Source: an optimization exercise on an open RTL-to-GDS flow (aim: small area). Production flows keep margins and buffers that such runs may drop.
Only simulation tests tie the RTL to the original design; equivalence was not proved.
No activity file was given, so power comes from the tool's default toggle rates. The clock port is modelled as an ideal driver; clocking choices that lean on that would not hold on a real chip.

// top
module top (
    input             clk,
    input             rst,
    input             div_ready,
    input             div_datavalid_i,
    input      [31:0] div_dividend_i,
    input      [31:0] div_divisor_i,
    output reg        div_doing_o,
    output reg        div_qrvalid_o,
    output     [31:0] div_quotient_o,
    output     [31:0] div_remainder_o
);
    wire v_in = div_datavalid_i & (|div_divisor_i);
    wire [0:0] t0 = div_dividend_i[31];
    wire hi0 = |div_divisor_i[31:1];
    wire [1:0] c0;
    wire [0:0] d0;
    assign c0[0] = 1'b0;
    assign d0[0] = t0[0] ^ div_divisor_i[0] ^ c0[0];
    assign c0[1] = (~t0[0] & (div_divisor_i[0] | c0[0])) | (div_divisor_i[0] & c0[0]);
    wire qb0 = ~c0[1] & ~hi0;
    wire [0:0] r0 = qb0 ? d0 : t0;
    wire [30:0] a0 = div_dividend_i[30:0];
    wire [0:0] q0 = qb0;
    wire [1:0] t1 = {r0, a0[30]};
    wire hi1 = |div_divisor_i[31:2];
    wire [2:0] c1;
    wire [1:0] d1;
    assign c1[0] = 1'b0;
    assign d1[0] = t1[0] ^ div_divisor_i[0] ^ c1[0];
    assign c1[1] = (~t1[0] & (div_divisor_i[0] | c1[0])) | (div_divisor_i[0] & c1[0]);
    assign d1[1] = t1[1] ^ div_divisor_i[1] ^ c1[1];
    assign c1[2] = (~t1[1] & (div_divisor_i[1] | c1[1])) | (div_divisor_i[1] & c1[1]);
    wire qb1 = ~c1[2] & ~hi1;
    wire [1:0] r1 = qb1 ? d1 : t1;
    wire [29:0] a1 = a0[29:0];
    wire [1:0] q1 = {q0, qb1};
    wire [2:0] t2 = {r1, a1[29]};
    wire hi2 = |div_divisor_i[31:3];
    wire [3:0] c2;
    wire [2:0] d2;
    assign c2[0] = 1'b0;
    assign d2[0] = t2[0] ^ div_divisor_i[0] ^ c2[0];
    assign c2[1] = (~t2[0] & (div_divisor_i[0] | c2[0])) | (div_divisor_i[0] & c2[0]);
    assign d2[1] = t2[1] ^ div_divisor_i[1] ^ c2[1];
    assign c2[2] = (~t2[1] & (div_divisor_i[1] | c2[1])) | (div_divisor_i[1] & c2[1]);
    assign d2[2] = t2[2] ^ div_divisor_i[2] ^ c2[2];
    assign c2[3] = (~t2[2] & (div_divisor_i[2] | c2[2])) | (div_divisor_i[2] & c2[2]);
    wire qb2 = ~c2[3] & ~hi2;
  ...
Settings: LEC_CHECK=0, CAP_MARGIN=20, CORE_MARGIN=2, CORE_UTILIZATION=60, CTS_CLUSTER_DIAMETER=110, CTS_CLUSTER_SIZE=30, SLEW_MARGIN=20; clock period 7.5 ns.
standard.sh (not shown) runs the stock make flow with config.mk's settings and CLKGATE_MAP_FILE= SYNTH_SCRIPT=/design/flow/synth_recipe.tcl, a recipe that flattens the netlist after the stock synthesis.
==> flow/flow/run.sh <==
#!/bin/bash
# The standard layout (standard.sh, which runs the standard synthesis and ORFS
# unchanged) with two placement/CTS options set through ORFS's own variables:
#  - every input and output port still gets its own buffer, but a buf_1 rather
#    than the larger default cell (the resizer may still upsize it);
#  - clock tree synthesis adds no dummy loads.
# make's full output goes to standard_flow.log; ORFS keeps each step's log
# under orfs/logs.
set -euo pipefail
export BUFFER_PORTS_ARGS="-inputs -outputs -buffer_cell sky130_fd_sc_hd__buf_1"
export CTS_ARGS="-sink_clustering_enable -repair_clock_nets -dont_use_dummy_load -sink_clustering_size 30 -sink_clustering_max_diameter 110"
bash standard.sh > standard_flow.log 2>&1
Rerun with:
--- a/flow/flow/run.sh
+++ b/flow/flow/run.sh
@@ -10,3 +10,3 @@
 export BUFFER_PORTS_ARGS="-inputs -outputs -buffer_cell sky130_fd_sc_hd__buf_1"
-export CTS_ARGS="-sink_clustering_enable -repair_clock_nets -dont_use_dummy_load -sink_clustering_size 30 -sink_clustering_max_diameter 110"
+export CTS_ARGS="-sink_clustering_enable -repair_clock_nets -dont_use_dummy_load -sink_clustering_size 24 -sink_clustering_max_diameter 100"
 bash standard.sh > standard_flow.log 2>&1
--- a/flow/config.mk
+++ b/flow/config.mk
@@ -9,5 +9,5 @@
 export CORE_MARGIN = 2
-export CORE_UTILIZATION = 60
-export CTS_CLUSTER_DIAMETER = 110
-export CTS_CLUSTER_SIZE = 30
+export CORE_UTILIZATION = 40
+export CTS_CLUSTER_DIAMETER = 100
+export CTS_CLUSTER_SIZE = 24
 export SLEW_MARGIN = 20
=> The changed run finished with timing, DRC and antenna clean. Flip-flop and latch count is unchanged. Clock-buffer cell count increases by 17. Power increases by 1.9%. Synthesized area does not change. Via count stays flat. Wire length decreases by 0.37%. Global-route usage decreases by 7.1 points.

========
== run 1 ==
top, a different RTL version from the one above (not shown whole).
Size in the first run: roughly 5800 cells after synthesis, about 2000 flip-flops, about 130 I/O pins, ~67000 µm² of cells after synthesis.
clock: 7.5 ns
lec_check: 0
cap_margin: 20
core_margin: 2
core_utilization: 40
cts_cluster_diameter: 100
cts_cluster_size: 24
slew_margin: 20
run.sh (not shown) runs the stock make flow with config.mk's settings and CLKGATE_MAP_FILE= SYNTH_SCRIPT=/design/flow/synth_recipe.tcl, a recipe that flattens the netlist after the stock synthesis.
Stock flow here: none of the scripts above is used.
Having completed the whole flow, run 1 delivered a layout that passed the timing, design-rule and antenna checks.
The following lists how run 2 was set up differently from run 1:
Settings: CTS_CLUSTER_DIAMETER removed (was 100); CTS_CLUSTER_SIZE removed (was 24).
==> flow/flow/run.sh (new file) <==
#!/bin/bash
# Standard layout, with clock tree synthesis told not to add dummy loads.
set -euo pipefail
export CTS_ARGS="-sink_clustering_enable -repair_clock_nets -dont_use_dummy_load"
bash standard.sh > standard_flow.log 2>&1
==> flow/standard.sh (new file) <==
#!/bin/bash
# synth_recipe.tcl (not shown) runs the flow's synth.tcl, then flattens the netlist and writes it again
# the make line also repeats each setting of config.mk as NAME=value (left out here)
make -C /OpenROAD-flow-scripts/flow DESIGN_CONFIG=/design/flow/config.mk WORK_HOME=/design/flow/orfs CLKGATE_MAP_FILE= SYNTH_SCRIPT=/design/flow/synth_recipe.tcl "${@:-finish}"
removed: flow/run.sh
==> comparison <==
- Run 2 — static leakage 3.3% higher, run 1 as reference
- Remaining max-slew budget at the tightest pin for run 2: 1.3 points up relative to run 1
- Run 2 ended up with a lower register share of the cell area than run 1 did.
- Compared with run 1, in run 2 critical path's largest stage delay rose 0.04 ns, wire length rose 1.5%, clock-buffer cell count rose 94%, total power rose about 11%.
--- input diff run 2..run 3 ---
==> flow/run.sh (new file) <==
#!/bin/bash
# synth_recipe.tcl (not shown) runs the flow's synth.tcl, then flattens the netlist and writes it again
# the make line also repeats each setting of config.mk as NAME=value (left out here)
make -C /OpenROAD-flow-scripts/flow DESIGN_CONFIG=/design/flow/config.mk WORK_HOME=/design/flow/orfs CLKGATE_MAP_FILE= SYNTH_SCRIPT=/design/flow/synth_recipe.tcl finish
removed: flow/flow/run.sh
removed: flow/standard.sh
Results
First-pass GRT wire length for run 3: about 0.8% up relative to run 2
In the tables for run 3 and run 2, net switching power of the design reads higher with run 3.
Cmp run 3 vs run 2: highest cell delay on the worst timing path lower in run 3
In run 3, required time of the critical path is higher than in run 2.
In the final reports, the cell area of run 3 is larger than that of run 2.
Worst setup slack: run 3 > run 2

========
## run A
Starting RTL as in the previous note.
==> flow/config.mk <==
export PLATFORM = sky130hd
export DESIGN_NAME = top
export DESIGN_NICKNAME = top
export VERILOG_FILES = /design/flow/design.v
export SDC_FILE = /design/flow/constraint.sdc
export NUM_CORES = 4
export LEC_CHECK = 0
export CAP_MARGIN = 20
export CORE_MARGIN = 2
export CORE_UTILIZATION = 40
export SLEW_MARGIN = 20
==> flow/constraint.sdc <==
create_clock -name core_clock -period 7.5 [get_ports {clk}]
set_input_delay 1.5000 -clock core_clock [delete_from_list [all_inputs] [get_ports {clk}]]
set_output_delay 1.5000 -clock core_clock [all_outputs]
set_load 0.01 [all_outputs]
standard.sh (not shown) runs the stock make flow with config.mk's settings and CLKGATE_MAP_FILE= SYNTH_SCRIPT=/design/flow/synth_recipe.tcl, a recipe that flattens the netlist after the stock synthesis.
==> flow/flow/run.sh <==
#!/bin/bash
# Standard layout, with clock tree synthesis told not to add dummy loads and to use larger sink clusters.
set -euo pipefail
export CTS_ARGS="-sink_clustering_enable -repair_clock_nets -dont_use_dummy_load -sink_clustering_size 30 -sink_clustering_max_diameter 120"
bash standard.sh > standard_flow.log 2>&1
Having completed the whole flow, run A delivered a layout that passed the timing, design-rule and antenna checks.
> inputs changed (run A -> run B)
- CORE_UTILIZATION changed from 40 to 60
- CTS_BUF_LIST newly set to sky130_fd_sc_hd__clkbuf_4
==> flow/run.sh (new file) <==
#!/bin/bash
# synth_recipe.tcl (not shown) runs the flow's synth.tcl, then flattens the netlist and writes it again
# the make line also repeats each setting of config.mk as NAME=value (left out here)
make -C /OpenROAD-flow-scripts/flow DESIGN_CONFIG=/design/flow/config.mk WORK_HOME=/design/flow/orfs CLKGATE_MAP_FILE= SYNTH_SCRIPT=/design/flow/synth_recipe.tcl finish
removed: flow/flow/run.sh
removed: flow/standard.sh
## What came out
Summary of the comparison: clock-buffer cell count is higher in run B, relative to run A.
Re part of the cycle the worst path needs: run A was higher than run B.
Across both runs, total power was higher for run B than for run A.
For the area fraction of clock buffers and clock inverters, run B came in 4.9 points higher than run A did.
The run showing the smaller sequential portion of the cell area is run B.
Total via count after detailed routing ends up lower on run A.
Diff run A and run B: total net switching power higher in run B
Lower global-route usage was reported by run A, not run B.
Final worst-path setup slack: run B better than run A
Relative to run A, run B degrades maximum clock skew at final layout.
Delta(pre-CTS setup slack, run B - run A) > 0
Edits applied to the flow inputs when going from run B to run C:
- putting CTS_CLUSTER_SIZE at 30 where nothing was set
- swapping sky130_fd_sc_hd__clkbuf_4 for sky130_fd_sc_hd__clkbuf_8 in CTS_BUF_LIST
==> run notes <==
Against run B, total design power in run C rose by a few percent. Run C finished all stages; the layout is clean. Lower core utilization among run C and run B: run B. Delta (run C minus run B): combinational share of power saw a decrease; antenna diode count decreased by 7 relative to the old numbers.

-- what the ideal ports hide --
The results above use ideal ports. As a check the final layouts listed here were re-extracted and re-timed, cells and wires unchanged. Step 1 sets driving cells, clkbuf_16 on the clock port and buf_2 on the other inputs (assumed; they add their load-dependent delay and slew). Step 2 times the ports against the registers' clock, not the clock port: input delays grow and output delays shrink by t, the midpoint of the rising clock arrivals with the driver on. Slacks: no drivers / after step 1 / after step 2; pairs: no drivers / after step 1.
run	t (ns)	setup slack, ns	worst setup path at the end
the first run of note 1	0.719	0.462 / 0.462 / 0.462	register to register
the second run of note 1	0.776	0.473 / 0.473 / 0.224	input to register
run 1	0.830	0.539 / 0.539 / -0.080	input to register
run 2	0.847	0.526 / 0.526 / -0.049	input to register
run 3	0.890	0.575 / 0.575 / -0.059	input to register
run A	0.774	0.546 / 0.546 / -0.088	input to register
run B	1.262	0.567 / 0.567 / 0.211	input to register
run C	0.961	0.586 / 0.586 / 0.265	input to register
With both steps, setup timing fails in run 1, run 2, run 3 and run A, where it was met with ideal ports.
